This design comes from an exercise in tuning for small area on the open sky130 flow, not from production work. The RTL was checked by simulation tests, not by an equivalence proof against the original design. The clock cells of runs 4 to 7 come from the design's own scripts or RTL, not from TritonCTS. The clock input has no modelled driver; a real chip could not lean on it and would need a root buffer or a full tree. No activity file was given, so power comes from the tool's default toggle rates.

<file path="run.sh">
#!/bin/bash
# synth_recipe.tcl (not shown) runs the flow's synth.tcl, then flattens the netlist and writes it again
# the make line also repeats each setting of config.mk as NAME=value (left out here)
make -C /OpenROAD-flow-scripts/flow DESIGN_CONFIG=/design/flow/config.mk WORK_HOME=/design/flow/orfs CLKGATE_MAP_FILE= SYNTH_SCRIPT=/design/flow/synth_recipe.tcl finish
</file>
<file path="config.mk">
export PLATFORM = sky130hd
export DESIGN_NAME = apb_i2c_slave
export DESIGN_NICKNAME = apb_i2c_slave
export VERILOG_FILES = /design/flow/design.v
export SDC_FILE = /design/flow/constraint.sdc
export NUM_CORES = 4
export LEC_CHECK = 0
export CAP_MARGIN = 20
export CORE_MARGIN = 2
export CORE_UTILIZATION = 40
export SLEW_MARGIN = 20
</file>
<file path="constraint.sdc">
create_clock -name core_clock -period 10.0 [get_ports {pclk}]
set_input_delay 2.0000 -clock core_clock [delete_from_list [all_inputs] [get_ports {pclk}]]
set_output_delay 2.0000 -clock core_clock [all_outputs]
set_load 0.01 [all_outputs]
</file>
<file path="design.v">
module apb_i2c_slave #(
  parameter int APB_ADDR_WIDTH = 8
) (
  input  logic                      pclk,
  input  logic                      presetn,
  input  logic [APB_ADDR_WIDTH-1:0] paddr,
  input  logic                      psel,
  input  logic                      penable,
  input  logic                      pwrite,
  input  logic [31:0]               pwdata,
  output logic [31:0]               prdata,
  output logic                      pready,
  output logic                      pslverr,
  input  logic                      scl_i,
  input  logic                      sda_i,
  output logic                      sda_o,
  output logic                      sda_oe,
  output logic                      irq
);
  localparam logic [2:0] SLV_IDLE     = 3'd0;
  localparam logic [2:0] SLV_ADDR     = 3'd1;
  localparam logic [2:0] SLV_RW       = 3'd2;
  localparam logic [2:0] SLV_ACK_ADDR = 3'd3;
  localparam logic [2:0] SLV_RX       = 3'd4;
  localparam logic [2:0] SLV_ACK_RX   = 3'd5;
  localparam logic [2:0] SLV_TX       = 3'd6;
  localparam logic [2:0] SLV_ACK_TX   = 3'd7;
  localparam logic [7:0] REG_CTRL       = 8'h00;
  localparam logic [7:0] REG_STATUS     = 8'h04;
  localparam logic [7:0] REG_ADDRESS    = 8'h08;
  localparam logic [7:0] REG_RXDATA     = 8'h0C;
  localparam logic [7:0] REG_TXDATA     = 8'h10;
  localparam logic [7:0] REG_IRQ_STATUS = 8'h14;
  localparam logic [7:0] REG_IRQ_ENABLE = 8'h18;
  logic ctrl_enable, ctrl_auto_ack, ctrl_nack_ovr, ctrl_gc_en;
  logic status_busy;
  logic status_address_hit;
  logic status_start_seen;    
  logic status_stop_seen;
  logic status_rx_valid;
  logic status_tx_ready;      
  logic status_nack_sent;
  logic status_last_rw;
  logic [6:0] addr_reg;
  logic [7:0] rxdata_reg;
  logic [7:0] txdata_reg;
  logic irq_status_stop;
  logic irq_status_rx;
  logic irq_status_tx;
  logic [3:0] irq_enable_reg;
  assign irq = ((status_start_seen & irq_enable_reg[0]) |
                (irq_status_stop   & irq_enable_reg[1]) |
                (irq_status_rx     & irq_enable_reg[2]) |
                (irq_status_tx     & irq_enable_reg[3])) & ctrl_enable;
  wire apb_write = psel & penable & pwrite;
  wire apb_read  = psel & penable & ~pwrite;
  assign pready  = 1'b1;
  assign pslverr = 1'b0;
  wire wr_ctrl   = apb_write && paddr == REG_CTRL;
  wire wr_addr   = apb_write && paddr == REG_ADDRESS;
  wire wr_tx     = apb_write && paddr == REG_TXDATA;
  wire wr_irqs   = apb_write && paddr == REG_IRQ_STATUS;
  wire wr_irqe   = apb_write && paddr == REG_IRQ_ENABLE;
  wire rd_rx     = apb_read  && paddr == REG_RXDATA;
  always_ff @(posedge pclk or negedge presetn) begin
    if (!presetn) begin
      ctrl_enable    <= 1'b0;
      ctrl_auto_ack  <= 1'b0;
      ctrl_nack_ovr  <= 1'b0;
      ctrl_gc_en     <= 1'b0;
      addr_reg       <= 7'h42;
      txdata_reg     <= 8'hFF;
      irq_enable_reg <= 4'b0001;
    end else begin
      if (wr_ctrl) begin
        ctrl_enable   <= pwdata[0];
        ctrl_auto_ack <= pwdata[1];
        ctrl_nack_ovr <= pwdata[2];
        ctrl_gc_en    <= pwdata[3];
      end
      if (wr_addr) addr_reg <= pwdata[6:0];
      if (wr_tx)   txdata_reg <= pwdata[7:0];
      if (wr_irqe) irq_enable_reg <= pwdata[3:0];
    end
  end
  always_comb begin
    prdata = '0;
    case (paddr)
      REG_CTRL:       prdata[3:0] = {ctrl_gc_en, ctrl_nack_ovr, ctrl_auto_ack, ctrl_enable};
      REG_STATUS:     prdata[7:0] = {status_last_rw, status_nack_sent, status_tx_ready,
                                     status_rx_valid, status_stop_seen, status_start_seen,
                                     status_address_hit, status_busy};
      REG_ADDRESS:    prdata[6:0] = addr_reg;
      REG_RXDATA:     prdata[7:0] = rxdata_reg;
      REG_TXDATA:     prdata[7:0] = txdata_reg;
      REG_IRQ_STATUS: prdata[3:0] = {irq_status_tx, irq_status_rx, irq_status_stop,
                                     status_start_seen};
      REG_IRQ_ENABLE: prdata[3:0] = irq_enable_reg;
      default:        prdata = '0;
    endcase
  end
  logic [2:0] scl_filter;
  logic [2:0] sda_filter;
  logic       scl_sync;
  logic       sda_sync;
  logic       scl_sync_d, sda_sync_d;
  always_ff @(posedge pclk or negedge presetn) begin
    if (!presetn) begin
      scl_filter <= 3'b111;
      sda_filter <= 3'b111;
      scl_sync   <= 1'b1;
      sda_sync   <= 1'b1;
      scl_sync_d <= 1'b1;
      sda_sync_d <= 1'b1;
    end else begin
      scl_filter <= {scl_filter[1:0], scl_i};
      sda_filter <= {sda_filter[1:0], sda_i};
      if (&scl_filter)
        scl_sync <= 1'b1;
      else if (~|scl_filter)
        scl_sync <= 1'b0;
      if (&sda_filter)
        sda_sync <= 1'b1;
      else if (~|sda_filter)
        sda_sync <= 1'b0;
      scl_sync_d <= scl_sync;
      sda_sync_d <= sda_sync;
    end
  end
  wire scl_rising  = ~scl_sync_d & scl_sync;
  wire scl_falling = scl_sync_d & ~scl_sync;
  wire start_cond  = sda_sync_d & ~sda_sync & scl_sync;
  wire stop_cond   = ~sda_sync_d & sda_sync & scl_sync;
  logic [2:0] state;
  logic [2:0] bit_cnt;       
  logic [7:0] shift_reg;     
  logic       rw_flag;       
  logic       addr_match;    
  logic       ack_after_high;  
  logic       ack_val;       
  wire in_ack = (state == SLV_ACK_ADDR) | (state == SLV_ACK_RX) | (state == SLV_ACK_TX);
  wire ack_low_or_fall = ~scl_sync | ~scl_sync_d | ack_after_high;
  wire match_now = ctrl_enable &&
                   ((shift_reg[6:0] == addr_reg) ||
                    (ctrl_gc_en && shift_reg[6:0] == 7'h00));
  always_ff @(posedge pclk) begin
    ack_after_high <= in_ack & (ack_after_high | scl_rising);
    if (state == SLV_RW && scl_rising) begin
      rw_flag    <= sda_sync;
      addr_match <= match_now;
    end
    if (state == SLV_RX && scl_rising && bit_cnt == 3'd0)
      ack_val <= ctrl_auto_ack && !(ctrl_nack_ovr && status_rx_valid);
  end
  always_ff @(posedge pclk) begin
    if (start_cond)
      bit_cnt <= 3'd6;
    case (state)
      SLV_ADDR, SLV_RX, SLV_TX: begin
        if (scl_rising) begin
          if (state != SLV_TX)
            shift_reg[bit_cnt] <= sda_sync;
          if (bit_cnt != 3'd0)
            bit_cnt <= bit_cnt - 3'd1;
        end
      end
      SLV_ACK_ADDR: begin
        if (scl_falling && ack_after_high) begin
          bit_cnt <= 3'd7;
          if (rw_flag)
            shift_reg <= txdata_reg;
        end
      end
      SLV_ACK_RX: begin
        if (scl_falling && ack_after_high)
          bit_cnt <= 3'd7;
      end
      SLV_ACK_TX: begin
        if (scl_falling && ack_after_high) begin
          shift_reg <= txdata_reg;
          bit_cnt   <= 3'd7;
        end
      end
      default: ;
    endcase
  end
  always_ff @(posedge pclk or negedge presetn) begin
    if (!presetn) begin
      state             <= SLV_IDLE;
      status_busy       <= 1'b0;
      status_address_hit<= 1'b0;
      status_start_seen <= 1'b0;
      status_stop_seen  <= 1'b0;
      status_rx_valid   <= 1'b0;
      status_tx_ready   <= 1'b1;
      status_nack_sent  <= 1'b0;
      status_last_rw    <= 1'b0;
      sda_oe            <= 1'b0;
      rxdata_reg        <= 8'h00;
      irq_status_stop   <= 1'b0;
      irq_status_rx     <= 1'b0;
      irq_status_tx     <= 1'b0;
    end else begin
      if (!ctrl_enable) begin
        status_busy       <= 1'b0;
        status_address_hit<= 1'b0;
        status_start_seen <= 1'b0;
        status_stop_seen  <= 1'b0;
        status_rx_valid   <= 1'b0;
        status_tx_ready   <= 1'b1;
        status_nack_sent  <= 1'b0;
        status_last_rw    <= 1'b0;
        irq_status_stop   <= 1'b0;
        irq_status_rx     <= 1'b0;
        irq_status_tx     <= 1'b0;
      end
      if (ctrl_enable && wr_tx)
        status_tx_ready <= 1'b0;
      if (wr_irqs) begin
        if (pwdata[0]) status_start_seen <= 1'b0;
        if (pwdata[1]) begin
          irq_status_stop  <= 1'b0;
          status_stop_seen <= 1'b0;
        end
        if (pwdata[2]) begin
          irq_status_rx   <= 1'b0;
          status_rx_valid <= 1'b0;
        end
        if (pwdata[3]) irq_status_tx <= 1'b0;
      end
      if (rd_rx)
        status_rx_valid <= 1'b0;
      if (!in_ack && state != SLV_TX)
        sda_oe <= 1'b0;
      if (start_cond) begin
        state              <= SLV_ADDR;
        status_start_seen  <= 1'b1;
        status_stop_seen   <= 1'b0;
        status_address_hit <= 1'b0;
        status_nack_sent   <= 1'b0;
        status_busy        <= ctrl_enable;
        status_last_rw     <= 1'b0;
      end else if (stop_cond) begin
        state            <= SLV_IDLE;
        status_busy      <= 1'b0;
        status_stop_seen <= 1'b1;
        irq_status_stop  <= 1'b1;
        sda_oe           <= 1'b0;
      end
      case (state)
        SLV_IDLE: begin
          status_busy <= 1'b0;
        end
        SLV_ADDR: begin
          if (scl_rising && bit_cnt == 3'd0)
            state <= SLV_RW;
        end
        SLV_RW: begin
          if (scl_rising) begin
            status_address_hit <= match_now;
            status_last_rw     <= sda_sync;
            state              <= SLV_ACK_ADDR;
            sda_oe             <= 1'b0;
            if (!match_now)
              status_nack_sent <= 1'b1;
          end
        end
        SLV_ACK_ADDR: begin
          if (addr_match && ctrl_enable && ack_low_or_fall)
            sda_oe <= 1'b1;
          else
            sda_oe <= 1'b0;
          if (scl_falling && ack_after_high) begin
            if (addr_match && ctrl_enable) begin
              if (rw_flag) begin
                state    <= SLV_TX;
                sda_oe   <= ~txdata_reg[7];
              end else begin
                state <= SLV_RX;
              end
            end else begin
              state <= SLV_IDLE;
            end
          end
        end
        SLV_RX: begin
          if (scl_rising && bit_cnt == 3'd0) begin
            state  <= SLV_ACK_RX;
            sda_oe <= 1'b0;
            if (!(ctrl_auto_ack && !(ctrl_nack_ovr && status_rx_valid)))
              status_nack_sent <= 1'b1;
          end
        end
        SLV_ACK_RX: begin
          if (scl_falling && !ack_after_high)
            sda_oe <= ack_val;
          if (scl_falling && ack_after_high) begin
            sda_oe <= 1'b0;
            if (ack_val) begin
              rxdata_reg      <= shift_reg;
              status_rx_valid <= 1'b1;
              irq_status_rx   <= 1'b1;
              state           <= SLV_RX;
            end else begin
              state <= SLV_IDLE;
            end
          end
        end
        SLV_TX: begin
          if (scl_falling)
            sda_oe <= ~shift_reg[bit_cnt];
          if (scl_rising && bit_cnt == 3'd0)
            state <= SLV_ACK_TX;
        end
        SLV_ACK_TX: begin
          if (scl_falling && !ack_after_high)
            sda_oe <= 1'b0;
          if (scl_rising)
            status_nack_sent <= sda_sync;
          if (scl_falling && ack_after_high) begin
            status_tx_ready <= 1'b1;
            if (sda_sync == 1'b1) begin
              state <= SLV_IDLE;
            end else begin
              irq_status_tx <= 1'b1;
              sda_oe        <= ~txdata_reg[7];
              state         <= SLV_TX;
            end
          end
        end
        default: ;
      endcase
    end
  end
  assign sda_o = 1'b0;
endmodule
</file>
==> flow_metrics.tcl, run 1 <==
set metrics [dict create \
    worst_path_most_repeated_cell "clkdlybuf4s50_1" \
    vias 3181 \
    r2r-start "bit_cnt[0]" \
    cp_max_fo 15 \
    setup_tns_ns 0 \
    grt_first_pass_wirelength_mm 16.0 \
    drt-pass1-iter-count 6 \
    gr-total-overflow 0 \
    antennaDiodeCount 0 \
    area_delta_synth_final_pct 11.3 \
    ys_warn_count 1 \
    instances_no_fill 572 \
    ys_top_cells_by_area "dfrtp_1 21%, dfstp_2 14%, mux2_2 8.8%" \
    synth_commonest_cells "41 x nand2_1, 34 x dfrtp_1, 32 x mux2_2" \
    dp_cells 556 \
    post-route-drc-count 0 \
    yosysSeqAreaShare_pct 44.8 \
    crit_start "paddr[3]" \
    synth_most_common_cell "nand2_1" \
    dieArea_um2 11100 \
    fp.dieW_um 105 \
    cts_buffers 9 \
    cts_setup_buffers 0 \
    rrSetupSlack_ns 7.65 \
    yosysUniqueCellTypes 64 \
    gp_congestion 0.914 \
    crit_chain "clkdlybuf4s50_1, nor3b_2, a32o_1, a21oi_1, o21ai_0, clkdlybuf4s50_1" \
    multi_input_area_um2 2010 \
    hp-start "sda_filter[0]" \
    synth_edf_count 11 \
    slew_headroom_pct 37.1 \
    clockBufferDepth 2 \
    hp-class "reg -> reg" \
    grt_start_max_net_pins 57 \
    num_io_pins 84 \
    cts-root-buf "clkbuf_8" \
    routedWlPerCell_um 17.1 \
    crit_required_ns 8.00 \
    synth-main-ff-cell "dfrtp_1" \
    port-buffer-count 32 \
    setup_ws_ns 3.40 \
    worstSetupEndpointType "output port" \
    avgSynthCellArea_um2 10.1 \
    cp_slowest_cell "clkdlybuf4s50_1" \
    postCtsHoldBufs 0 \
    coreArea_um2 9860 \
    swShare_pct 33.3 \
    ys_seq_elements 71 \
    start_util_pct 41.7 \
    power.total_mw 0.704 \
    finalHoldViolCount 0 \
    crit_family "buffers and inverters" \
    fin_worst_skew_ns 0.0114 \
    cts.sinks 71 \
    synthCells 408 \
    final_max_slew_viol_count 0 \
    grt_pass1_vias 3022 \
    via_per_inst 5.56 \
    cts_resized 0 \
    yosys.area.top_type "dfrtp_1" \
    crit_arrival_ns 4.60 \
    met1_length_mm 4.46 \
    wirelength_mm 9.80 \
    antenna_found_initial 0 \
    p_leak_nw 1.93 \
    period_needed_ns 6.60 \
    met2WireLength_mm 4.73 \
    clkPwrFrac_pct 30.0 \
    nets 485 \
    combPwrFrac_pct 19.6 \
    ff2ff_path_depth 7 \
    worst_setup_path_start_kind "input pin" \
    dieHeight_um 105 \
    setup_viol 0 \
    final.period_utilization_pct 66.0 \
    holdWs_ns 0.370 \
    path_buf_inv 2 \
    cap_violations 0 \
    status "complete, no violations" \
    seqPwrFrac_pct 50.3 \
    ys_async_sr_fraction_pct 78.9 \
    p_switching_mw 0.235 \
    vdd_drop_max_mv 0.0641 \
    reg2reg_to "shift_reg[6]" \
    critPathCapture "prdata[0]" \
    cts_tree "built" \
    syn-cell-area_um2 4110 \
    cp_slowest_stage_delay_ns 0.84 \
    critical_path_class "in -> out" \
    routed.top_layer "met4" \
    preCtsSetupSlack_ns 3.43 \
    grt_use_total_pct 18.3 \
    power.density_nw_per_um2 154 \
    dp.final_hpwl_mm 6.93 \
    clk_pin_slew_ns 0.08 \
    rsz0062_at_grt "false" \
    wl_met3_um 477 \
    synth_top_area_share_pct 20.7 \
    rows 36 \
    final_antenna_net_count 0 \
    dr.first_iter.drc_count 205 \
    drive_above_1_share_pct 20.3 \
    worst_pin_slew_ns 0.935 \
    clock.fmax_mhz 152 \
    intPower_mw 0.470 \
    h-tree-depth 3 \
    clock_latency_ns 0.35 \
    worstSetupPathDepth 6 \
    regArea_um2 1840 \
    final.fill_count 960 \
]
-- power groups by stage --
stage / Clock (mW) / Combinational (mW) / Sequential (mW)
3_3_place_gp: 0 / 0.135 / 0.359
2_1_floorplan: 0 / 0.123 / 0.335
3_5_place_dp: 0 / 0.138 / 0.359
5_1_grt: 0.228 / 0.156 / 0.359
6_report: 0.212 / 0.138 / 0.355
4_1_cts: 0.216 / 0.138 / 0.354
-- area by class of cell --
cell class / count / area share [%]
Sequential cell: 71 / 40.2
Tap cell: 133 / 3.64
Multi-Input combinational cell: 305 / 44.0
Clock inverter: 6 / 0.930
Inverter: 11 / 0.903
Clock buffer: 10 / 2.79
Timing Repair Buffer: 36 / 7.55
-- routing by layer --
layer  vias up  track usage, %
met3         8            2.41
li1       1493               -
met4         0            6.38
met5         -               0
met2       108            28.9
met1      1572            25.8
-- worst min path at each step --
stage               endpoint  slack, ns  cells after the start
5_1_grt        sda_filter[1]       0.37                      0
3_5_place_dp   sda_filter[2]       0.36                      0
2_1_floorplan  scl_filter[2]       0.35                      0
4_1_cts        sda_filter[1]       0.37                      0
3_3_place_gp   scl_filter[2]       0.36                      0
6_report       sda_filter[1]       0.37                      0
-- placed cells by master, fill, tap and decap left out, drive strengths merged, types with 15 or more instances in the layout --
cell,n
nand2,44
dfrtp,34
mux2,32
clkdlybuf4s50,31
conb,27
nor2,26
nand3,24
dfstp,22
o21ai,21
a21oi,17
inv,15
-- worst register-to-register path: cells and delay by family (launching register included) --
family | cells | cell delay (ns)
buffers and inverters | 2 | 0.38
multiplexers | 1 | 0.20
adder cells (fa/ha/maj) | 2 | 0.61
flip-flops | 1 | 0.58
AND/OR/NAND/NOR | 1 | 0.23
AO/OA/AOI/OAI | 1 | 0.08
-- stage by stage --
stage	cell area, µm²	utilization, %
3_3_place_gp	4400	44.6
3_5_place_dp	4400	44.6
4_1_cts	4570	46.4
5_1_grt	4570	46.4
2_1_floorplan	4200	-
6_report	4570	46.4
-- cell families after synthesis --
| kind of cell | Yosys count | share of synthesized area, % |
|---|---|---|
| and+or+nand+nor | 143 | 19.1 |
| AOI/OAI and AO/OA | 85 | 13.7 |
| DFF | 71 | 44.8 |
| buffers and inverters | 57 | 8.56 |
| muxes | 38 | 10.8 |
| xor gates and xnor gates | 8 | 1.71 |
| adders and majority gates | 4 | 1.22 |
| other | 2 | 0.183 |
==> run 2: changes to the inputs <==
--- a/design.v
+++ b/design.v
@@ -40,3 +40,4 @@
   logic status_rx_valid;
-  logic status_tx_ready;      
+  logic status_tx_ready;
+  logic tx_valid;             
   logic status_nack_sent;
@@ -146,2 +147,6 @@
   always_ff @(posedge pclk) begin
+    if (!ctrl_enable || (state == SLV_ACK_TX && scl_falling && ack_after_high))
+      tx_valid <= 1'b0;
+    else if (wr_tx)
+      tx_valid <= 1'b1;
     ack_after_high <= in_ack & (ack_after_high | scl_rising);
@@ -154,2 +159,4 @@
   end
+  wire shift_state = (state == SLV_ADDR) | (state == SLV_RX) | (state == SLV_TX);
+  wire ack_done    = in_ack & scl_falling & ack_after_high;
   always_ff @(posedge pclk) begin
@@ -157,30 +164,12 @@
       bit_cnt <= 3'd6;
-    case (state)
-      SLV_ADDR, SLV_RX, SLV_TX: begin
-        if (scl_rising) begin
-          if (state != SLV_TX)
-            shift_reg[bit_cnt] <= sda_sync;
-          if (bit_cnt != 3'd0)
-            bit_cnt <= bit_cnt - 3'd1;
-        end
-      end
-      SLV_ACK_ADDR: begin
-        if (scl_falling && ack_after_high) begin
-          bit_cnt <= 3'd7;
-          if (rw_flag)
-            shift_reg <= txdata_reg;
-        end
-      end
-      SLV_ACK_RX: begin
-        if (scl_falling && ack_after_high)
-          bit_cnt <= 3'd7;
-      end
-      SLV_ACK_TX: begin
-        if (scl_falling && ack_after_high) begin
-          shift_reg <= txdata_reg;
-          bit_cnt   <= 3'd7;
-        end
-      end
-      default: ;
-    endcase
+    if (shift_state & scl_rising) begin
+      shift_reg <= {shift_reg[6:0], (state == SLV_TX) ? shift_reg[7] : sda_sync};
+      if (bit_cnt != 3'd0)
+        bit_cnt <= bit_cnt - 3'd1;
+    end
+    if (ack_done) begin
+      bit_cnt <= 3'd7;
+      if (state != SLV_ACK_RX)
+        shift_reg <= txdata_reg;
+    end
   end
@@ -275,3 +264,4 @@
               if (rw_flag) begin
-                state    <= SLV_TX;
+                state           <= SLV_TX;
+                status_tx_ready <= ~tx_valid;
                 sda_oe   <= ~txdata_reg[7];
@@ -310,3 +300,3 @@
           if (scl_falling)
-            sda_oe <= ~shift_reg[bit_cnt];
+            sda_oe <= ~shift_reg[7];
           if (scl_rising && bit_cnt == 3'd0)
==> run 2 against run 1 <==
  * Still clean
  * Global-route usage hardly changed
  * Non-clock buffer count is 2 lower
  * Total power is 8.2% higher
  * Combinational power is 7% lower
  * Sequential power is 5% higher
  * Worst hold slack worse by 0.0035 ns
  * Clock-buffer cell count is 3 higher
  * Via count is 7.5% lower
  * Worst setup slack worse by 0.35 ns
  * Critical endpoint is now prdata[1]
  * Largest power group unchanged
  * Highest routed layer unchanged
==> flow_metrics.tcl, run 2 <==
set metrics [dict create \
    status "complete, no violations" \
    crit_required_ns 8.00 \
    grt_use_total_pct 18.3 \
    port-buffer-count 32 \
    grt_pass1_vias 2757 \
    period_needed_ns 6.95 \
    antennaDiodeCount 0 \
    synth_most_common_cell "dfrtp_1" \
    cts_tree "built" \
    yosys.area.top_type "dfrtp_1" \
    clock.fmax_mhz 144 \
    clk_pin_slew_ns 0.07 \
    setup_tns_ns 0 \
    area_delta_synth_final_pct 13.4 \
    antenna_found_initial 0 \
    rsz0062_at_grt "false" \
    setup_viol 0 \
    routedWlPerCell_um 16.6 \
    layout_commonest_cell "dfrtp_1" \
    grt_first_pass_wirelength_mm 14.7 \
    vias 2943 \
    cp_slowest_stage_delay_ns 0.68 \
    drt-pass1-iter-count 5 \
    design_area_um2 4440 \
    fin_worst_skew_ns 0.0116 \
    yosysSeqAreaShare_pct 45.5 \
    ys_seq_elements 72 \
    hp-class "reg -> reg" \
    finalHoldViolCount 0 \
    synthCells 380 \
    final.period_utilization_pct 69.5 \
    grt_start_max_net_pins 57 \
    crit_arrival_ns 4.95 \
    h-tree-depth 3 \
    cts_resized 0 \
    vdd_drop_max_mv 0.0761 \
    power.density_nw_per_um2 172 \
    final_antenna_net_count 0 \
    synth_top_area_share_pct 21.7 \
    gr-total-overflow 0 \
    worstSetupEndpointType "output port" \
    dr.first_iter.drc_count 191 \
    ys_warn_count 1 \
    slew_headroom_pct 36.7 \
    synth-main-ff-cell "dfrtp_1" \
    gp_congestion 0.808 \
    cp_slowest_cell "or4_1" \
    synth_commonest_cells "34 x dfrtp_1, 31 x mux2_2, 29 x nand2_1" \
    syn-cell-area_um2 3910 \
    p_leak_nw 1.89 \
    wirelength_mm 9.02 \
    critical_path_class "in -> out" \
    ys_top_cells_by_area "dfrtp_1 22%, dfstp_2 15%, mux2_2 8.9%" \
    fp.dieW_um 103 \
    rrSetupSlack_ns 7.83 \
    start_util_pct 40.6 \
    instances_no_fill 543 \
    avgSynthCellArea_um2 10.3 \
    postCtsHoldBufs 0 \
    num_io_pins 84 \
    final_max_slew_viol_count 0 \
    dieArea_um2 10600 \
    cts-root-buf "clkbuf_8" \
    via_per_inst 5.42 \
    worst_pin_slew_ns 0.945 \
    worst_setup_path_start_kind "input pin" \
    worst_path_most_repeated_cell "clkdlybuf4s50_1" \
    cts.sinks 72 \
    post-route-drc-count 0 \
    coreArea_um2 9640 \
    cap_violations 0 \
    cp_max_fo 11 \
    nets 454 \
    dp.final_hpwl_mm 6.43 \
    place_area_um2 4200 \
    dp_cells 527 \
    cts_setup_buffers 0 \
    ys_async_sr_fraction_pct 77.8 \
    clockBufferDepth 2 \
    mostFrequentLayoutCells "34 x dfrtp_1, 31 x mux2_2, 31 x clkdlybuf4s50_1, 29 x nand2_1, 27 x conb_1" \
    crit_chain "clkdlybuf4s50_1, or4_1, nor2_1, a22o_1, a221oi_1, o22ai_1, clkdlybuf4s50_1" \
    clock_latency_ns 0.35 \
    cts_buffers 9 \
    dieHeight_um 103 \
    synth_edf_count 3 \
    rows 36 \
    drive_above_1_share_pct 19.8 \
    yosysUniqueCellTypes 65 \
]
## run 2: area by class of cell
class	instances	area, µm²
Timing Repair Buffer	34	330
Multi-Input combinational cell	279	1890
Inverter	9	33.8
Clock inverter	3	43.8
Clock buffer	13	191
Sequential cell	72	1780
Tap cell	133	166
Fill cell	907	5200
## run 2: kinds of logic after synthesis
kind of cell / share of synthesized area [%]
AND/OR/NAND/NOR: 15.6
AO/OA/AOI/OAI: 14.9
flip-flops: 45.5
buffers and inverters: 8.54
multiplexers: 12.6
XOR/XNOR: 2.01
adder cells (fa/ha/maj): 0.639
other: 0.192
## run 2: worst paths after layout
kind                                  to  cells after the start     startpoint
max in group asynchronous  rxdata_reg[5]                      2        presetn
setup reg to reg           rxdata_reg[0]                      4       state[0]
setup / recovery               prdata[1]                      7       paddr[3]
hold reg to reg            scl_filter[2]                      0  scl_filter[1]
hold / removal             scl_filter[2]                      0  scl_filter[1]
min in group asynchronous       state[0]                      2        presetn
## run 2: worst max-delay path, delay by kind of cell
family	cells	cell delay [ns]
compound gates	3	0.55
buf+inv	2	1.05
simple gates	2	1.34
## run 2: where the power goes
group,switching [mW],leakage (nW),internal [mW]
Combinational,0.0658,0.940,0.0632
Sequential,0.0482,0.831,0.324
Clock,0.109,0.120,0.153
## run 2: routing by layer
metal / up-vias / wire length [µm] / track usage, %
li1: 1386 / - / -
met1: 1464 / 4310 / 26.1
met2: 80 / 4190 / 27.6
met3: 13 / 342 / 2.78
met4: 0 / 174 / 8.00
met5: - / 0 / 0
## run 2: metrics by stage
| stage | power [mW] | hold WS (ns) | utilization, % | setup WS, ns |
|---|---|---|---|---|
| 2_1_floorplan | 0.470 | 0.352 | - | 4.62 |
| 3_3_place_gp | 0.499 | 0.355 | 43.6 | 3.06 |
| 3_5_place_dp | 0.505 | 0.356 | 43.6 | 3.06 |
| 4_1_cts | 0.766 | 0.368 | 46.0 | 3.05 |
| 5_1_grt | 0.806 | 0.370 | 46.0 | 2.85 |
| 6_report | 0.762 | 0.366 | 46.0 | 3.05 |
==> run 3: changes to the inputs <==
==> flow/run.sh (new file) <==
#!/bin/bash
# Standard ORFS layout, with the smallest buffer on each port and a
# clock tree made of fewer, smaller buffers.
set -euo pipefail
export BUFFER_PORTS_ARGS="-buffer_cell sky130_fd_sc_hd__buf_1"
export CTS_ARGS="-sink_clustering_enable -repair_clock_nets -buf_list sky130_fd_sc_hd__clkbuf_8 -sink_clustering_size 30 -sink_clustering_max_diameter 150"
bash standard.sh > flow_make.log 2>&1
==> standard.sh (new file) <==
#!/bin/bash
# synth_recipe.tcl (not shown) runs the flow's synth.tcl, then flattens the netlist and writes it again
# the make line also repeats each setting of config.mk as NAME=value (left out here)
make -C /OpenROAD-flow-scripts/flow DESIGN_CONFIG=/design/flow/config.mk WORK_HOME=/design/flow/orfs CLKGATE_MAP_FILE= SYNTH_SCRIPT=/design/flow/synth_recipe.tcl "${@:-finish}"
removed: run.sh
==> run 3 against run 2 <==
  * Die area stayed put
  * Non-clock buffer count is the same
  * Still clean
  * Largest cell class unchanged
  * Total power shrank 0.62%
  * Sequential cell count stayed put
  * Worst setup slack better by 0.77 ns
  * First-iteration DRC count up 33%
  * Clock-buffer cell count decreased by 2
  * Maximum frequency up 13%
  * Synthesized cell count unchanged
==> flow_metrics.tcl, run 3 <==
set metrics [dict create \
    dieHeight_um 103 \
    worst_path_most_repeated_cell "buf_1" \
    cts_tree "built" \
    grt_start_max_net_pins 57 \
    clkPwrFrac_pct 34.7 \
    swShare_pct 29.3 \
    drive_above_1_share_pct 20.0 \
    slew_headroom_pct 43.9 \
    fp.dieW_um 103 \
    worst_pin_slew_ns 0.839 \
    clockBufferDepth 2 \
    area_delta_synth_final_pct 8.35 \
    period_needed_ns 6.17 \
    critPathCapture "prdata[0]" \
    cts-root-buf "clkbuf_8" \
    status "complete, no violations" \
    final.period_utilization_pct 61.7 \
    cts_resized 0 \
    synth_commonest_cells "34 x dfrtp_1, 31 x mux2_2, 29 x nand2_1" \
    setup_tns_ns 0 \
    coreArea_um2 9640 \
    cp_max_fo 11 \
    postCtsHoldBufs 0 \
    hp-class "reg -> reg" \
    ys_top_cells_by_area "dfrtp_1 22%, dfstp_2 15%, mux2_2 8.9%" \
    power.total_mw 0.758 \
    synth-main-ff-cell "dfrtp_1" \
    routedWlPerCell_um 16.3 \
    critical_path_class "in -> out" \
    syn-cell-area_um2 3910 \
    ys_warn_count 1 \
    dp.final_hpwl_mm 6.37 \
    cts_buffers 9 \
    crit_required_ns 8.00 \
    rows 36 \
    yosysUniqueCellTypes 65 \
    port-buffer-count 32 \
    fin_worst_skew_ns 0.0108 \
    start_util_pct 40.6 \
    p_leak_nw 1.81 \
    synth_most_common_cell "dfrtp_1" \
    dr.first_iter.drc_count 254 \
    worstSetupEndpointType "output port" \
    ys_seq_elements 72 \
    cts.sinks 72 \
    avgSynthCellArea_um2 10.3 \
    vias 2956 \
    clock_latency_ns 0.35 \
    crit_start "paddr[7]" \
    seqPwrFrac_pct 49.0 \
    yosys.area.top_type "dfrtp_1" \
    ff2ff_path_depth 4 \
    cp_slowest_cell "or4_1" \
    ys_async_sr_fraction_pct 77.8 \
    crit_chain "buf_1, or4_1, nor2_1, a22o_1, a221oi_1, o22ai_1, buf_1" \
    power.density_nw_per_um2 179 \
    cap_violations 0 \
    clk_pin_slew_ns 0.07 \
    num_io_pins 84 \
    holdWs_ns 0.368 \
    post-route-drc-count 0 \
    dp_cells 527 \
    wirelength_mm 8.85 \
    gp_congestion 0.796 \
    worst_setup_path_start_kind "input pin" \
    via_per_inst 5.44 \
    yosysSeqAreaShare_pct 45.5 \
    intPower_mw 0.535 \
    crit_arrival_ns 4.17 \
    synthCells 380 \
    final_antenna_net_count 0 \
    final_max_slew_viol_count 0 \
    setup_viol 0 \
    cts_setup_buffers 0 \
    grt_use_total_pct 17.8 \
    r2r-start "state[0]" \
    nets 454 \
    grt_first_pass_wirelength_mm 14.3 \
    hp-start "scl_filter[1]" \
    grt_pass1_vias 2759 \
    vdd_drop_max_mv 0.0885 \
    rsz0062_at_grt "false" \
    mostFrequentLayoutCells "34 x dfrtp_1, 31 x mux2_2, 31 x buf_1, 29 x nand2_1, 27 x conb_1" \
    gr-total-overflow 0 \
    dieArea_um2 10600 \
    instances_no_fill 543 \
    cp_slowest_stage_delay_ns 0.71 \
    reg2reg_to "rxdata_reg[1]" \
    finalHoldViolCount 0 \
    rrSetupSlack_ns 7.82 \
    synth_edf_count 3 \
    combPwrFrac_pct 16.3 \
    p_switching_mw 0.222 \
    drt-pass1-iter-count 5 \
    holdPathStages 0 \
    h-tree-depth 3 \
    synth_top_area_share_pct 21.7 \
    antennaDiodeCount 0 \
    clock.fmax_mhz 162 \
    antenna_found_initial 0 \
    layout_commonest_cell "dfrtp_1" \
]
[run 3: cell counts after synthesis]
No cell type changed its count.
[run 3: layer usage]
metal  vias up  global-route usage (%)  share of wire [%]  wire length (µm)
met5         -                       0                  0                 0
met1      1460                    24.0                 45              4000
met3        14                    3.73                5.0               445
li1       1382                       -                  -                 -
met4         0                    6.28                2.2               191
met2       100                    28.5                 48              4220
[run 3: cells by family (layout without fill, tap and decap cells)]
kind of cell	count (synthesis)	in the layout	share of synthesized area (%)
adder cells (fa/ha/maj)	2	2	0.639
AND/OR/NAND/NOR	110	110	15.6
XOR/XNOR	9	9	2.01
multiplexers	44	44	12.6
flip-flops	72	72	45.5
AO/OA/AOI/OAI	87	87	14.9
buffers and inverters	54	59	8.54
other	2	27	0.192
[run 3: metrics by stage]
step	setup WS, ns	area (µm²)	util (%)
after floorplan	4.62	4010	-
after global placement	3.82	4010	41.6
after detailed placement	3.86	4010	41.6
after CTS	3.86	4240	44.0
after global routing	3.69	4240	44.0
final	3.83	4240	44.0
[run 3: how the worst min path moves through the flow]
stage / endpoint / slack (ns)
floorplan: scl_sync_d / 0.35
global placement: sda_filter[2] / 0.36
detailed placement: scl_filter[2] / 0.36
CTS: scl_filter[2] / 0.37
finish: scl_filter[2] / 0.37
global route: scl_filter[2] / 0.38
[run 3: cell type report]
type | count | area (µm²)
Sequential cell | 72 | 1780
Timing Repair Buffer | 34 | 136
Multi-Input combinational cell | 279 | 1890
Fill cell | 953 | 5400
Clock buffer | 11 | 151
Inverter | 9 | 33.8
Clock inverter | 5 | 78.8
Tap cell | 133 | 166
[run 3: power by group through the flow]
stage                     Combinational, mW  Sequential, mW  Clock [mW]
after floorplan                       0.120           0.350           0
after detailed placement              0.123           0.376           0
after global routing                  0.140           0.379       0.284
final                                 0.123           0.371       0.263
after CTS                             0.124           0.371       0.269
after global placement                0.119           0.375           0
[run 3: worst max-delay path, delay by kind of cell]
family	cells	cell delay (ns)
simple gates	2	1.38
buf+inv	2	0.25
compound gates	3	0.53
==> run 4: changes to the inputs <==
==> flow/run.sh (replaced) <==
#!/bin/bash
# Standard ORFS layout with the smallest buffer on each port and a small
# hand-built clock tree (flow/cts_hook.tcl) in place of TritonCTS.
set -euo pipefail
HERE=$(cd "$(dirname "$0")" && pwd)
export BUFFER_PORTS_ARGS="-buffer_cell sky130_fd_sc_hd__buf_1"
export PRE_CTS_TCL="$HERE/cts_hook.tcl"
export MANUAL_CTS_CLUSTERS=5
export MANUAL_CTS_BUF=sky130_fd_sc_hd__clkbuf_8
export MANUAL_CTS_ROOT=sky130_fd_sc_hd__clkbuf_4
bash standard.sh > flow_make.log 2>&1
==> flow/cts_hook.tcl (new file) <==
# Sourced before CTS: replace TritonCTS with a small clock tree of a few
# clock buffers, each driving one placement cluster of the registers.
source [file join [file dirname [info script]] manual_cts.tcl]
rename clock_tree_synthesis tritoncts_clock_tree_synthesis
proc clock_tree_synthesis { args } {
  manual_cts $::env(MANUAL_CTS_CLUSTERS) $::env(MANUAL_CTS_BUF)
  if {$::env(MANUAL_CTS_ROOT) ne ""} { manual_cts_root $::env(MANUAL_CTS_ROOT) }
  set net [[ord::get_db_block] findNet pclk]
  $net setSigType CLOCK
  foreach it [[ord::get_db_block] getInsts] {
    if {[string match clkbuf_* [$it getName]]} {
      foreach t [$it getITerms] { if {[$t isOutputSignal]} { [$t getNet] setSigType CLOCK } }
    }
  }
}
==> flow/manual_cts.tcl (new file) <==
# Cluster the clock sinks by k-means on their placed locations and drive each
# cluster from one clock buffer placed at the cluster's centre.
proc manual_cts { nclus bufcell } {
  set block [ord::get_db_block]
  set net [$block findNet pclk]
  set sinks {}
  foreach p [get_pins -of_objects [get_nets pclk]] {
    if {[get_property $p direction] ne "input"} continue
    set inst [sta::sta_to_db_inst [get_cells -of_objects $p]]
    set bb [$inst getBBox]
    lappend sinks [list $p 0 [expr {([$bb xMin]+[$bb xMax])/2.0}] [expr {([$bb yMin]+[$bb yMax])/2.0}]]
  }
  set n [llength $sinks]
  # initial centres: spread along sorted x
  set sorted [lsort -real -index 2 $sinks]
  set cent {}
  for {set k 0} {$k < $nclus} {incr k} {
    set s [lindex $sorted [expr {int(($k+0.5)*$n/$nclus)}]]
    lappend cent [list [lindex $s 2] [lindex $s 3]]
  }
  for {set iter 0} {$iter < 50} {incr iter} {
    set asg {}
    foreach s $sinks {
      set best 0; set bd 1e30
      for {set k 0} {$k < $nclus} {incr k} {
        set c [lindex $cent $k]
        set d [expr {abs([lindex $s 2]-[lindex $c 0]) + abs([lindex $s 3]-[lindex $c 1])}]
        if {$d < $bd} { set bd $d; set best $k }
      }
      lappend asg $best
    }
    set newc {}
    for {set k 0} {$k < $nclus} {incr k} {
      set sx 0; set sy 0; set m 0
      foreach s $sinks a $asg { if {$a == $k} { set sx [expr {$sx+[lindex $s 2]}]; set sy [expr {$sy+[lindex $s 3]}]; incr m } }
      if {$m > 0} { lappend newc [list [expr {$sx/$m}] [expr {$sy/$m}]] } else { lappend newc [lindex $cent $k] }
    }
    set cent $newc
  }
  set dbu [$block getDbUnitsPerMicron]
  for {set k 0} {$k < $nclus} {incr k} {
    set pins {}
    foreach s $sinks a $asg { if {$a == $k} { lappend pins [lindex $s 0] } }
    if {[llength $pins] == 0} continue
    set c [lindex $cent $k]
    insert_buffer -buffer_cell $bufcell -net pclk -load_pins $pins \
      -location [list [expr {[lindex $c 0]/$dbu}] [expr {[lindex $c 1]/$dbu}]] \
      -buffer_name clkbuf_leaf_$k -net_name clknet_leaf_$k
    puts "cluster $k: [llength $pins] sinks"
  }
}

# Put one root buffer between the clock port and the leaf buffers.
proc manual_cts_root { bufcell } {
  set block [ord::get_db_block]
  set dbu [$block getDbUnitsPerMicron]
  set sx 0; set sy 0; set m 0
  set pins {}
  foreach p [get_pins -of_objects [get_nets pclk]] {
    if {[get_property $p direction] ne "input"} continue
    set inst [sta::sta_to_db_inst [get_cells -of_objects $p]]
    set bb [$inst getBBox]
    set sx [expr {$sx + ([$bb xMin]+[$bb xMax])/2.0}]
    set sy [expr {$sy + ([$bb yMin]+[$bb yMax])/2.0}]
    incr m
    lappend pins $p
  }
  insert_buffer -buffer_cell $bufcell -net pclk -load_pins $pins \
    -location [list [expr {$sx/$m/$dbu}] [expr {$sy/$m/$dbu}]] \
    -buffer_name clkbuf_root -net_name clknet_root
}
==> run 4 against run 3 <==
  * Largest cell class unchanged
  * Routed wire length is 1.6% lower
  * Still clean on timing, DRC and antenna
  * Clock power is 48% lower
  * Global-route usage is 1.3 points lower
  * Worst setup slack worse by 0.027 ns
==> flow_metrics.tcl, run 4 <==
set metrics [dict create \
    ys_top_cells_by_area "dfrtp_1 22%, dfstp_2 15%, mux2_2 8.9%" \
    drive_above_1_share_pct 18.0 \
    num_io_pins 84 \
    gr-total-overflow 0 \
    worstSetupEndpointType "output port" \
    port-buffer-count 32 \
    mostFrequentLayoutCells "34 x dfrtp_1, 31 x mux2_2, 31 x buf_1, 29 x nand2_1, 27 x conb_1" \
    holdPathStages 0 \
    synth_edf_count 3 \
    nets 451 \
    final_antenna_net_count 0 \
    clkPwrFrac_pct 21.6 \
    combPwrFrac_pct 19.5 \
    setup_tns_ns 0 \
    p_switching_mw 0.200 \
    cts_setup_buffers 0 \
    grt_use_total_pct 16.5 \
    routedWlPerCell_um 16.3 \
    synth_top_family_by_area "simple AND/OR/NAND/NOR gates" \
    holdWs_ns 0.371 \
    swShare_pct 31.7 \
    slew_headroom_pct 43.2 \
    synth-main-ff-cell "dfrtp_1" \
    finalHoldViolCount 0 \
    drt-pass1-iter-count 5 \
    layout_commonest_cell "dfrtp_1" \
    area_delta_synth_final_pct 4.41 \
    r2r-start "state[0]" \
    status "complete, no violations" \
    synth_commonest_cells "34 x dfrtp_1, 31 x mux2_2, 29 x nand2_1" \
    synthXorXnorAreaFrac_pct 2.01 \
    critical_path_class "in -> out" \
    ys_warn_count 1 \
    synth_simple_gate_area_share_pct 15.6 \
    dr.first_iter.drc_count 214 \
    seqPwrFrac_pct 58.9 \
    final.period_utilization_pct 62.0 \
    intPower_mw 0.431 \
    cp_max_fo 11 \
    dp.final_hpwl_mm 6.37 \
    synthMuxAreaShare_pct 12.6 \
    crit_arrival_ns 4.20 \
    avgSynthCellArea_um2 10.3 \
    hp-class "reg -> reg" \
    ff2ff_path_depth 4 \
    power.density_nw_per_um2 154 \
    synthCells 380 \
    final_max_slew_viol_count 0 \
    fin_worst_skew_ns 0.0285 \
    whs_endpoint "scl_filter[2]" \
    start_util_pct 40.6 \
    clock_latency_ns 0.41 \
    dieArea_um2 10600 \
    synth_top_area_share_pct 21.7 \
    rsz0062_at_grt "false" \
    grt_first_pass_wirelength_mm 14.0 \
    vdd_drop_max_mv 0.0985 \
    antennaDiodeCount 0 \
    final.fill_count 961 \
    worst_pin_slew_ns 0.850 \
    rows 36 \
    yosysUniqueCellTypes 65 \
    wirelength_mm 8.71 \
    grt_pass1_vias 2708 \
    crit_required_ns 8.00 \
    hp-start "scl_filter[1]" \
    grt_start_max_net_pins 57 \
    worst_setup_path_start_kind "input pin" \
    reg2reg_to "rxdata_reg[1]" \
    yosysSeqAreaShare_pct 45.5 \
    synthAdderAreaFrac_pct 0.640 \
    rrSetupSlack_ns 7.88 \
    dieHeight_um 103 \
    yosys.area.top_type "dfrtp_1" \
    multi_input_area_um2 1890 \
    cts_resized 0 \
    vias 2937 \
    coreArea_um2 9640 \
    regArea_um2 1780 \
    via_per_inst 5.51 \
    p_leak_nw 1.73 \
    ys_seq_elements 72 \
    cap_violations 0 \
    setup_viol 0 \
    period_needed_ns 6.20 \
    gp_congestion 0.796 \
    antenna_found_initial 0 \
    synth-compound-area-share_pct 14.9 \
    synth_most_common_cell "dfrtp_1" \
    clk_pin_slew_ns 0.09 \
    post-route-drc-count 0 \
    syn-cell-area_um2 3910 \
    ys_async_sr_fraction_pct 77.8 \
    clock.fmax_mhz 161 \
    fp.dieW_um 103 \
    postCtsHoldBufs 0 \
]
[run 4: changes by cell type in the layout (fill, tap and decap cells not counted)]
cell / previous run / this run
bufinv_16: 2 / 0
clkbuf_4: 0 / 1
clkbuf_8: 11 / 5
clkinv_2: 2 / 0
clkinv_4: 1 / 0
[run 4: area by class of cell, clock buffers not listed]
class	count	share of cell area, %
inverter	9	0.827
multi-input combinational	279	46.3
sequential	72	43.6
tap	133	4.07
timing repair buffer	34	3.34
[run 4: worst max path at each step]
stage | depth (start not counted) | to | from
after floorplan | 7 | prdata[1] | paddr[7]
after global placement | 7 | prdata[0] | paddr[7]
after detailed placement | 7 | prdata[0] | paddr[7]
after CTS | 7 | prdata[0] | paddr[7]
after global routing | 7 | prdata[0] | paddr[3]
final | 7 | prdata[1] | paddr[7]
[run 4: worst max-delay path: stages]
cell	delay, ns
buf_1	0.09
or4_1	0.70
nor2_1	0.72
a22o_1	0.25
a221oi_1	0.05
o22ai_1	0.22
buf_1	0.18
[run 4: routing by layer]
| layer | up-vias | wire length, µm | GRT usage, % |
|---|---|---|---|
| met4 | 0 | 234 | 3.64 |
| li1 | 1372 | - | - |
| met1 | 1452 | 3920 | 23.4 |
| met5 | - | 0 | 0 |
| met3 | 14 | 384 | 1.08 |
| met2 | 99 | 4170 | 27.8 |
[run 4: kinds of logic after synthesis]
group | count (synthesis)
mux | 44
compound gates | 87
other cells | 2
simple gates | 110
buf+inv | 54
flops | 72
fa+ha+maj | 2
xor+xnor | 9
[run 4: power groups by stage]
stage / registers (mW) / clock network (mW) / logic (mW)
floorplan: 0.350 / 0 / 0.120
CTS: 0.376 / 0.100 / 0.124
finish: 0.371 / 0.136 / 0.123
global placement: 0.375 / 0 / 0.119
global route: 0.379 / 0.150 / 0.140
detailed placement: 0.376 / 0 / 0.123
[run 4: per-stage QoR]
stage	cell area (µm²)	utilization (%)	std cells	power (mW)	setup slack, ns
CTS	4090	42.4	533	0.601	3.86
floorplan	4010	-	405	0.470	4.62
global placement	4010	41.6	527	0.493	3.82
finish	4090	42.4	533	0.631	3.80
global route	4090	42.4	533	0.669	3.70
detailed placement	4010	41.6	527	0.500	3.86
==> run 5: changes to the inputs <==
--- a/flow/run.sh
+++ b/flow/run.sh
@@ -7,5 +7,5 @@
 export PRE_CTS_TCL="$HERE/cts_hook.tcl"
-export MANUAL_CTS_CLUSTERS=5
-export MANUAL_CTS_BUF=sky130_fd_sc_hd__clkbuf_8
-export MANUAL_CTS_ROOT=sky130_fd_sc_hd__clkbuf_4
+export MANUAL_CTS_CLUSTERS=3
+export MANUAL_CTS_BUF=sky130_fd_sc_hd__clkbuf_16
+export MANUAL_CTS_ROOT=
 bash standard.sh > flow_make.log 2>&1
==> run 5 against run 4 <==
  * Die area stayed put
  * Worst setup slack gained 0.0079 ns
  * Sequential share of layout area about the same
  * Sequential power about the same
  * Clock skew fell by 0.0072 ns
  * Largest power group unchanged
  * Sequential cell count stayed put
  * Clock power fell by 7%
  * Critical path depth unchanged
  * Global-route usage is 0.057 points lower
  * First-iteration DRC count up 5.6%
==> flow_metrics.tcl, run 5 <==
set metrics [dict create \
    synthMuxAreaShare_pct 12.6 \
    clock_latency_ns 0.17 \
    port-buffer-count 32 \
    instances_no_fill 530 \
    final.fill_count 964 \
    critical_path_class "in -> out" \
    drt-pass1-iter-count 4 \
    wirelength_mm 8.65 \
    crit_start "paddr[7]" \
    synthXorXnorAreaFrac_pct 2.01 \
    hp-start "sda_filter[1]" \
    cts_setup_buffers 0 \
    antenna_found_initial 0 \
    drive_above_1_share_pct 17.4 \
    rsz0062_at_grt "false" \
    rows 36 \
    clock.fmax_mhz 162 \
    holdPathStages 0 \
    cts_resized 0 \
    period_needed_ns 6.19 \
    synth_simple_gate_area_share_pct 15.6 \
    worst_setup_path_start_kind "input pin" \
    final_util_pct 42.4 \
    yosysUniqueCellTypes 65 \
    routedWlPerCell_um 16.3 \
    p_leak_nw 1.73 \
    dieHeight_um 103 \
    dr.first_iter.drc_count 226 \
    synthCells 380 \
    synth_top_family_by_area "simple AND/OR/NAND/NOR gates" \
    ys_top_cells_by_area "dfrtp_1 22%, dfstp_2 15%, mux2_2 8.9%" \
    clk_pin_slew_ns 0.09 \
    dieArea_um2 10600 \
    via_per_inst 5.48 \
    synth_commonest_cells "34 x dfrtp_1, 31 x mux2_2, 29 x nand2_1" \
    ys_seq_elements 72 \
    coreArea_um2 9640 \
    synth_top_area_share_pct 21.7 \
    final.period_utilization_pct 61.9 \
    slew_headroom_pct 43.7 \
    hp-class "reg -> reg" \
    ff2ff_path_depth 4 \
    grt_use_total_pct 16.4 \
    layout_commonest_cell "dfrtp_1" \
    vdd_drop_max_mv 0.109 \
    num_io_pins 84 \
    vias 2907 \
    status "complete, no violations" \
    setup_viol 0 \
    rrSetupSlack_ns 7.85 \
    worst_pin_slew_ns 0.841 \
    ys_async_sr_fraction_pct 77.8 \
    grt_pass1_vias 2667 \
    synth_most_common_cell "dfrtp_1" \
    gp_congestion 0.796 \
    power.density_nw_per_um2 152 \
    dp.final_hpwl_mm 6.37 \
    fp.dieW_um 103 \
    post-route-drc-count 0 \
    worstSetupEndpointType "output port" \
    synth_edf_count 3 \
    holdWs_ns 0.363 \
    fin_worst_skew_ns 0.0213 \
    ys_warn_count 1 \
    mostFrequentLayoutCells "34 x dfrtp_1, 31 x mux2_2, 31 x buf_1, 29 x nand2_1, 27 x conb_1" \
    synth-main-ff-cell "dfrtp_1" \
    syn-cell-area_um2 3910 \
    dp_cells 527 \
    synth-compound-area-share_pct 14.9 \
    grt_first_pass_wirelength_mm 13.9 \
    r2r-start "state[0]" \
    synthAdderAreaFrac_pct 0.640 \
    grt_start_max_net_pins 57 \
    cp_max_fo 11 \
    antennaDiodeCount 0 \
    finalHoldViolCount 0 \
    yosysSeqAreaShare_pct 45.5 \
    setup_tns_ns 0 \
    crit_required_ns 8.00 \
    final_antenna_net_count 0 \
    avgSynthCellArea_um2 10.3 \
    reg2reg_to "rxdata_reg[1]" \
    area_delta_synth_final_pct 4.38 \
    nets 448 \
    crit_arrival_ns 4.19 \
    gr-total-overflow 0 \
    cap_violations 0 \
    place_area_um2 4010 \
    whs_endpoint "sda_filter[2]" \
    design_area_um2 4080 \
    yosys.area.top_type "dfrtp_1" \
    final_max_slew_viol_count 0 \
    start_util_pct 40.6 \
    postCtsHoldBufs 0 \
]
[run 5: layout make-up, clock buffers not listed]
cell class                      instances  area [µm²]  area share [%]
Timing Repair Buffer                   34         136            3.34
Multi-Input combinational cell        279        1890            46.4
Tap cell                              133         166            4.07
Sequential cell                        72        1780            43.6
Inverter                                9        33.8           0.827
[run 5: metal layers]
layer  up-vias  GRT usage, %  part of all wire (%)
met5         -             0                     0
met4         0          2.43                   1.7
met3         8         0.814                   3.4
met2        82          27.9                    49
met1      1453          23.9                    46
li1       1364             -                     -
[run 5: cell families (layout without fill, tap and decap cells)]
group / Yosys count / in the layout
buf+inv: 54 / 46
flops: 72 / 72
xor+xnor: 9 / 9
simple gates: 110 / 110
other cells: 2 / 27
fa+ha+maj: 2 / 2
compound gates: 87 / 87
mux: 44 / 44
[run 5: per-stage QoR]
step	worst slack (ns)	total power [mW]
finish	3.81	0.622
CTS	3.86	0.598
global placement	3.82	0.493
detailed placement	3.86	0.500
global route	3.70	0.663
floorplan	4.62	0.470
[run 5: worst max-delay path by stage]
stage	depth (start not counted)	slack [ns]	endpoint
detailed placement	7	3.86	prdata[0]
finish	7	3.81	prdata[1]
global placement	7	3.82	prdata[0]
CTS	7	3.86	prdata[0]
floorplan	7	4.62	prdata[1]
global route	7	3.70	prdata[0]
[run 5: report_power, final]
group          total [mW]  switching [mW]  internal [mW]
combinational       0.123          0.0656         0.0579
sequential          0.371          0.0475          0.324
clock               0.127          0.0723         0.0551
[run 5: critical path, stage by stage]
cell,delay (ns)
buf_1,0.08
or4_1,0.70
nor2_1,0.69
a22o_1,0.25
a221oi_1,0.05
o22ai_1,0.24
buf_1,0.18
==> run 6: changes to the inputs <==
--- a/flow/run.sh
+++ b/flow/run.sh
@@ -6,2 +6,4 @@
 export BUFFER_PORTS_ARGS="-buffer_cell sky130_fd_sc_hd__buf_1"
+export SKIP_REPAIR_TIE_FANOUT=1
+export RECOVER_POWER=100
 export PRE_CTS_TCL="$HERE/cts_hook.tcl"
==> run 6 against run 5 <==
  * Maximum frequency is 1.8% higher
  * Worst setup slack better by 0.11 ns
  * Clock skew hardly changed
  * Now fails the layout checks on capacitance limit, slew limit
  * Via count is 3.4% lower
  * Global-route usage is 0.28 points higher
  * Critical path type unchanged
  * First-iteration DRC count is 6.2% lower
  * Cell area is 4.0% lower
  * Total power is 0.83% lower
  * Synthesized area stayed put
  * Synthesized cell count stayed put
==> flow_metrics.tcl, run 6 <==
set metrics [dict create \
    status "failed layout checks" \
    check.faults "capacitance limit, slew limit" \
    ys_top_cells_by_area "dfrtp_1 22%, dfstp_2 15%, mux2_2 8.9%" \
    nets 423 \
    synth_top_area_share_pct 21.7 \
    crit_family "simple AND/OR/NAND/NOR gates" \
    wirelength_mm 8.75 \
    grt_use_total_pct 16.7 \
    combPwrFrac_pct 19.7 \
    path_buf_inv 2 \
    yosysUniqueCellTypes 65 \
    cp_slowest_cell "nor2_1" \
    synth-main-ff-cell "dfrtp_1" \
    drive_above_1_share_pct 15.1 \
    gr-total-overflow 0 \
    cts_setup_buffers 0 \
    rrSetupSlack_ns 7.54 \
    slew_headroom_pct -91.6 \
    grt.met1_usage_pct 24.4 \
    swShare_pct 29.5 \
    power.total_mw 0.617 \
    synth_most_common_cell "dfrtp_1" \
    antennaDiodeCount 0 \
    vdd_drop_max_mv 0.103 \
    setup_viol 0 \
    dieHeight_um 103 \
    yosysSeqAreaShare_pct 45.5 \
    fp.dieW_um 103 \
    final.period_utilization_pct 60.8 \
    clock.fmax_mhz 164 \
    worst_pin_slew_ns 2.87 \
    rsz0062_at_grt "false" \
    postCtsHoldBufs 0 \
    p_leak_nw 1.60 \
    worst_setup_path_start_kind "input pin" \
    syn-cell-area_um2 3910 \
    fin_worst_skew_ns 0.0210 \
    final_antenna_net_count 0 \
    area_delta_synth_final_pct 0.192 \
    num_io_pins 84 \
    dr.first_iter.drc_count 212 \
    mostFrequentLayoutCells "34 x dfrtp_1, 31 x mux2_2, 31 x buf_1, 30 x nand2_1, 25 x nor2_1" \
    clock_latency_ns 0.16 \
    port-buffer-count 32 \
    use_met2_pct 27.4 \
    worstSetupEndpointType "output port" \
    rows 36 \
    avgSynthCellArea_um2 10.3 \
    grt_start_max_net_pins 57 \
    ys_seq_elements 72 \
    post-route-drc-count 0 \
    ys_warn_count 1 \
    synth_edf_count 3 \
    intPower_mw 0.435 \
    final_max_slew_viol_count 65 \
    layout_commonest_cell "dfrtp_1" \
    worst_path_most_repeated_cell "buf_1" \
    finalHoldViolCount 0 \
    crit_chain "buf_1, or4_1, nor2_1, a22o_1, a221oi_1, o22ai_1, buf_1" \
    period_needed_ns 6.08 \
    p_switching_mw 0.182 \
    start_util_pct 40.6 \
    instances_no_fill 505 \
    antenna_found_initial 0 \
    synthCells 380 \
    hp-class "reg -> reg" \
    cts_resized 0 \
    clk_pin_slew_ns 0.08 \
    crit_arrival_ns 4.08 \
    critical_path_class "in -> out" \
    seqPwrFrac_pct 60.0 \
    cp_max_fo 11 \
    synth_commonest_cells "34 x dfrtp_1, 31 x mux2_2, 29 x nand2_1" \
    yosys.area.top_type "dfrtp_1" \
    grtUsageMet3_pct 1.15 \
    coreArea_um2 9640 \
    drt-pass1-iter-count 5 \
    dp.final_hpwl_mm 6.38 \
    ys_async_sr_fraction_pct 77.8 \
    final_util_pct 40.7 \
    crit_required_ns 8.00 \
    cp_slowest_stage_delay_ns 0.67 \
    grt_pass1_vias 2706 \
    via_per_inst 5.56 \
    dieArea_um2 10600 \
    vias 2807 \
    top_usage_layer "met2" \
    dp_cells 502 \
    gp_congestion 0.792 \
    multi_input_area_um2 1740 \
    final.fill_count 987 \
    cap_violations 2 \
    grt_first_pass_wirelength_mm 14.1 \
    routedWlPerCell_um 17.3 \
    power.density_nw_per_um2 157 \
    clkPwrFrac_pct 20.4 \
    setup_tns_ns 0 \
    regArea_um2 1780 \
]
run 6: cell counts after synthesis:
Identical to the previous run, type by type.
run 6: final timing paths:
kind | from | end | cells past startpoint
max in group asynchronous | presetn | rxdata_reg[6] | 2
min in group asynchronous | presetn | irq_status_tx | 2
worst min-delay path | scl_filter[1] | scl_filter[2] | 0
worst min register to register | scl_filter[1] | scl_filter[2] | 0
worst max-delay path | paddr[7] | prdata[0] | 7
worst max register to register | state[2] | bit_cnt[1] | 6
run 6: per-stage QoR:
| step | setup slack [ns] | area (µm²) | hold slack (ns) |
|---|---|---|---|
| after floorplan | 4.62 | 3910 | 0.352 |
| after global placement | 3.87 | 3920 | 0.356 |
| after detailed placement | 3.82 | 3920 | 0.360 |
| after CTS | 3.80 | 3990 | 0.359 |
| after global routing | 3.77 | 3920 | 0.377 |
| final | 3.92 | 3920 | 0.370 |
run 6: power by group through the flow:
stage	sequential, mW	clock [mW]	combinational, mW
2_1_floorplan	0.350	0	0.120
3_3_place_gp	0.375	0	0.119
3_5_place_dp	0.375	0	0.123
4_1_cts	0.376	0.0975	0.124
5_1_grt	0.377	0.140	0.138
6_report	0.370	0.126	0.121
run 6: cell type report, clock buffers not listed:
type | instances | share of cell area [%]
flip-flops and latches | 72 | 45.4
multi-input cells | 254 | 44.3
well taps | 133 | 4.25
repair buffers | 34 | 3.29
inverters | 9 | 0.862
run 6: logic make-up (layout without fill, tap and decap cells):
logic type,after synthesis,in the layout,share of synthesized area [%]
DFF,72,72,45.5
and+or+nand+nor,110,110,15.6
AOI/OAI and AO/OA,87,87,14.9
xor gates and xnor gates,9,9,2.01
buffers and inverters,54,46,8.54
adders and majority gates,2,2,0.639
muxes,44,44,12.6
other,2,2,0.192
run 6: metal layers:
metal  share of wire [%]  wire, µm  up-vias
met2                  48      4170       65
met5                   0         0        -
met4                 2.2       189        0
li1                    -         -     1339
met3                 3.5       302       11
met1                  47      4090     1392
==> run 7: changes to the inputs <==
--- a/flow/run.sh
+++ b/flow/run.sh
@@ -7,3 +7,2 @@
 export SKIP_REPAIR_TIE_FANOUT=1
-export RECOVER_POWER=100
 export PRE_CTS_TCL="$HERE/cts_hook.tcl"
==> run 7 against run 6 <==
  * Now clean on timing, DRC and antenna
  * Sequential power is essentially flat
  * Register-to-register slack gained 0.33 ns
  * First-iteration DRC count shrank 3.8%
  * Synthesized cell count is the same
  * Sequential cell count is the same
  * Largest cell class is now multi-input gates
  * Highest routed layer unchanged
==> flow_metrics.tcl, run 7 <==
set metrics [dict create \
    routedWlPerCell_um 17.4 \
    gr-total-overflow 0 \
    synth_commonest_cells "34 x dfrtp_1, 31 x mux2_2, 29 x nand2_1" \
    synthCells 380 \
    cts_resized 0 \
    ys_warn_count 1 \
    cts_setup_buffers 0 \
    rows 36 \
    antennaDiodeCount 0 \
    mostFrequentLayoutCells "34 x dfrtp_1, 31 x mux2_2, 31 x buf_1, 29 x nand2_1, 23 x nor2_1" \
    finalHoldViolCount 0 \
    setup_tns_ns 0 \
    yosys.area.top_type "dfrtp_1" \
    synth_top_family_by_area "simple AND/OR/NAND/NOR gates" \
    use_met2_pct 27.4 \
    avgSynthCellArea_um2 10.3 \
    coreArea_um2 9640 \
    port-buffer-count 32 \
    dieHeight_um 103 \
    post-route-drc-count 0 \
    synth_top_area_share_pct 21.7 \
    grtUsageMet3_pct 1.15 \
    gp_congestion 0.792 \
    crit_arrival_ns 4.23 \
    critPathCapture "prdata[0]" \
    intPower_mw 0.437 \
    clock.fmax_mhz 161 \
    p_switching_mw 0.183 \
    synth-compound-area-share_pct 14.9 \
    worstSetupEndpointType "output port" \
    grt.met1_usage_pct 24.4 \
    ys_async_sr_fraction_pct 77.8 \
    yosysUniqueCellTypes 65 \
    swShare_pct 29.6 \
    drt-pass1-iter-count 5 \
    power.density_nw_per_um2 155 \
    cap_violations 0 \
    grt_pass1_vias 2706 \
    synth_simple_gate_area_share_pct 15.6 \
    area_delta_synth_final_pct 1.98 \
    clock_latency_ns 0.16 \
    worst_pin_slew_ns 0.901 \
    period_needed_ns 6.23 \
    vias 2828 \
    nets 423 \
    grt_start_max_net_pins 57 \
    dp_cells 502 \
    layout_commonest_cell "dfrtp_1" \
    synthMuxAreaShare_pct 12.6 \
    drive_above_1_share_pct 18.5 \
    fin_worst_skew_ns 0.0206 \
    final_antenna_net_count 0 \
    dp.final_hpwl_mm 6.38 \
    rsz0062_at_grt "false" \
    synth-main-ff-cell "dfrtp_1" \
    ff2ff_path_depth 4 \
    num_io_pins 84 \
    antenna_found_initial 0 \
    wirelength_mm 8.80 \
    dr.first_iter.drc_count 204 \
    vdd_drop_max_mv 0.103 \
    slew_headroom_pct 39.7 \
    via_per_inst 5.60 \
    worst_setup_path_start_kind "input pin" \
    synth_most_common_cell "dfrtp_1" \
    top_usage_layer "met2" \
    ys_top_cells_by_area "dfrtp_1 22%, dfstp_2 15%, mux2_2 8.9%" \
    p_leak_nw 1.65 \
    r2r-start "state[0]" \
    reg2reg_to "rxdata_reg[5]" \
    synthXorXnorAreaFrac_pct 2.01 \
    setup_viol 0 \
    ys_seq_elements 72 \
    clk_pin_slew_ns 0.08 \
    grt_use_total_pct 16.7 \
    grt_first_pass_wirelength_mm 14.1 \
    dieArea_um2 10600 \
    final_max_slew_viol_count 0 \
    syn-cell-area_um2 3910 \
    seqPwrFrac_pct 59.8 \
    crit_required_ns 8.00 \
    crit_start "paddr[7]" \
    hp-class "reg -> reg" \
    start_util_pct 40.6 \
    synth_edf_count 3 \
    yosysSeqAreaShare_pct 45.5 \
    final.period_utilization_pct 62.3 \
    combPwrFrac_pct 20.0 \
    critical_path_class "in -> out" \
    instances_no_fill 505 \
    synthAdderAreaFrac_pct 0.640 \
    rrSetupSlack_ns 7.87 \
    postCtsHoldBufs 0 \
    status "complete, no violations" \
    fp.dieW_um 103 \
    cp_max_fo 11 \
    clkPwrFrac_pct 20.3 \
]
-- run 7: cell counts after synthesis --
Identical to the previous run, type by type.
-- run 7: critical path: stages --
cell and delay [ns]:
buf_1 0.09, or4_1 0.70, nor2_1 0.73, a22o_1 0.26, a221oi_1 0.05, o22ai_1 0.22
buf_1 0.17
-- run 7: final cells by class, clock buffers not listed --
cell class,count,area [µm²]
Fill cell,978,5650
Inverter,9,33.8
Multi-Input combinational cell,254,1800
Sequential cell,72,1780
Tap cell,133,166
Timing Repair Buffer,34,136
-- run 7: logic make-up after synthesis --
group                    Yosys count
AND/OR/NAND/NOR                  110
AO/OA/AOI/OAI                     87
flip-flops                        72
buffers and inverters             54
multiplexers                      44
XOR/XNOR                           9
adder cells (fa/ha/maj)            2
other                              2
-- run 7: power by group through the flow --
stage                     sequential (mW)  combinational, mW  clock (mW)
after CTS                           0.376              0.124      0.0975
after global routing                0.377              0.140       0.140
after floorplan                     0.350              0.120           0
final                               0.371              0.124       0.126
after detailed placement            0.375              0.123           0
after global placement              0.375              0.119           0
-- run 7: worst min path at each step --
| stage | from | endpoint | slack [ns] | depth (start not counted) |
|---|---|---|---|---|
| 4_1_cts | scl_filter[1] | scl_filter[2] | 0.36 | 0 |
| 5_1_grt | scl_filter[1] | scl_filter[2] | 0.38 | 0 |
| 2_1_floorplan | scl_sync | scl_sync_d | 0.35 | 0 |
| 3_5_place_dp | sda_filter[1] | sda_filter[2] | 0.36 | 0 |
| 3_3_place_gp | sda_filter[1] | sda_filter[2] | 0.36 | 0 |
| 6_report | sda_filter[1] | sda_filter[2] | 0.37 | 0 |
-- run 7: routing by layer --
layer,share of wire [%],routed length (µm)
met3,3.7,324
met1,47,4140
met5,0,0
met2,47,4140
met4,2.3,199
-- run 7: through the flow --
step | hold WS, ns | setup slack (ns) | power (mW) | util (%) | instance area [µm²]
after floorplan | 0.352 | 4.62 | 0.470 | - | 3910
after global placement | 0.356 | 3.87 | 0.493 | 40.6 | 3920
after detailed placement | 0.360 | 3.82 | 0.499 | 40.6 | 3920
after CTS | 0.359 | 3.80 | 0.597 | 41.4 | 3990
after global routing | 0.377 | 3.66 | 0.657 | 41.4 | 3990
final | 0.370 | 3.77 | 0.620 | 41.4 | 3990

## port drivers added, routing unchanged
In the flow no input, the clock included, has a driving cell. The finished layouts below were timed again as built, in two steps. Step 1 (the two cells are an assumption about what drives the block):
set clk [get_ports {pclk}]
set_driving_cell -lib_cell sky130_fd_sc_hd__clkbuf_16 $clk
set_driving_cell -lib_cell sky130_fd_sc_hd__buf_2 [delete_from_list [all_inputs] $clk]
Step 2, shift: input delay + t, output delay - t, t = (earliest + latest rising clock arrival at the registers) / 2. This alone moves slack from input paths to output paths. a / b / c = no drivers / after step 1 / after step 2; a / b = the first two.
| run | t (ns) | setup slack, ns | worst hold slack (ns) |
|---|---|---|---|
| run 1 | 0.383 | 3.401 / 3.369 / 3.369 | 0.370 / 0.370 / 0.370 |
| run 2 | 0.377 | 3.055 / 3.035 / 3.035 | 0.366 / 0.366 / 0.366 |
| run 3 | 0.376 | 3.829 / 3.809 / 3.809 | 0.368 / 0.368 / 0.368 |
| run 4 | 0.427 | 3.802 / 3.782 / 3.782 | 0.371 / 0.371 / 0.371 |
| run 5 | 0.218 | 3.809 / 3.790 / 3.790 | 0.363 / 0.363 / 0.363 |
| run 6 | 0.223 | 3.917 / 3.891 / 3.891 | 0.370 / 0.370 / 0.370 |
| run 7 | 0.222 | 3.771 / 3.744 / 3.744 | 0.370 / 0.370 / 0.370 |
For run 1, which loses most, drivers alone change the setup slack by -0.032 ns; drivers and shift together by -0.032 ns.
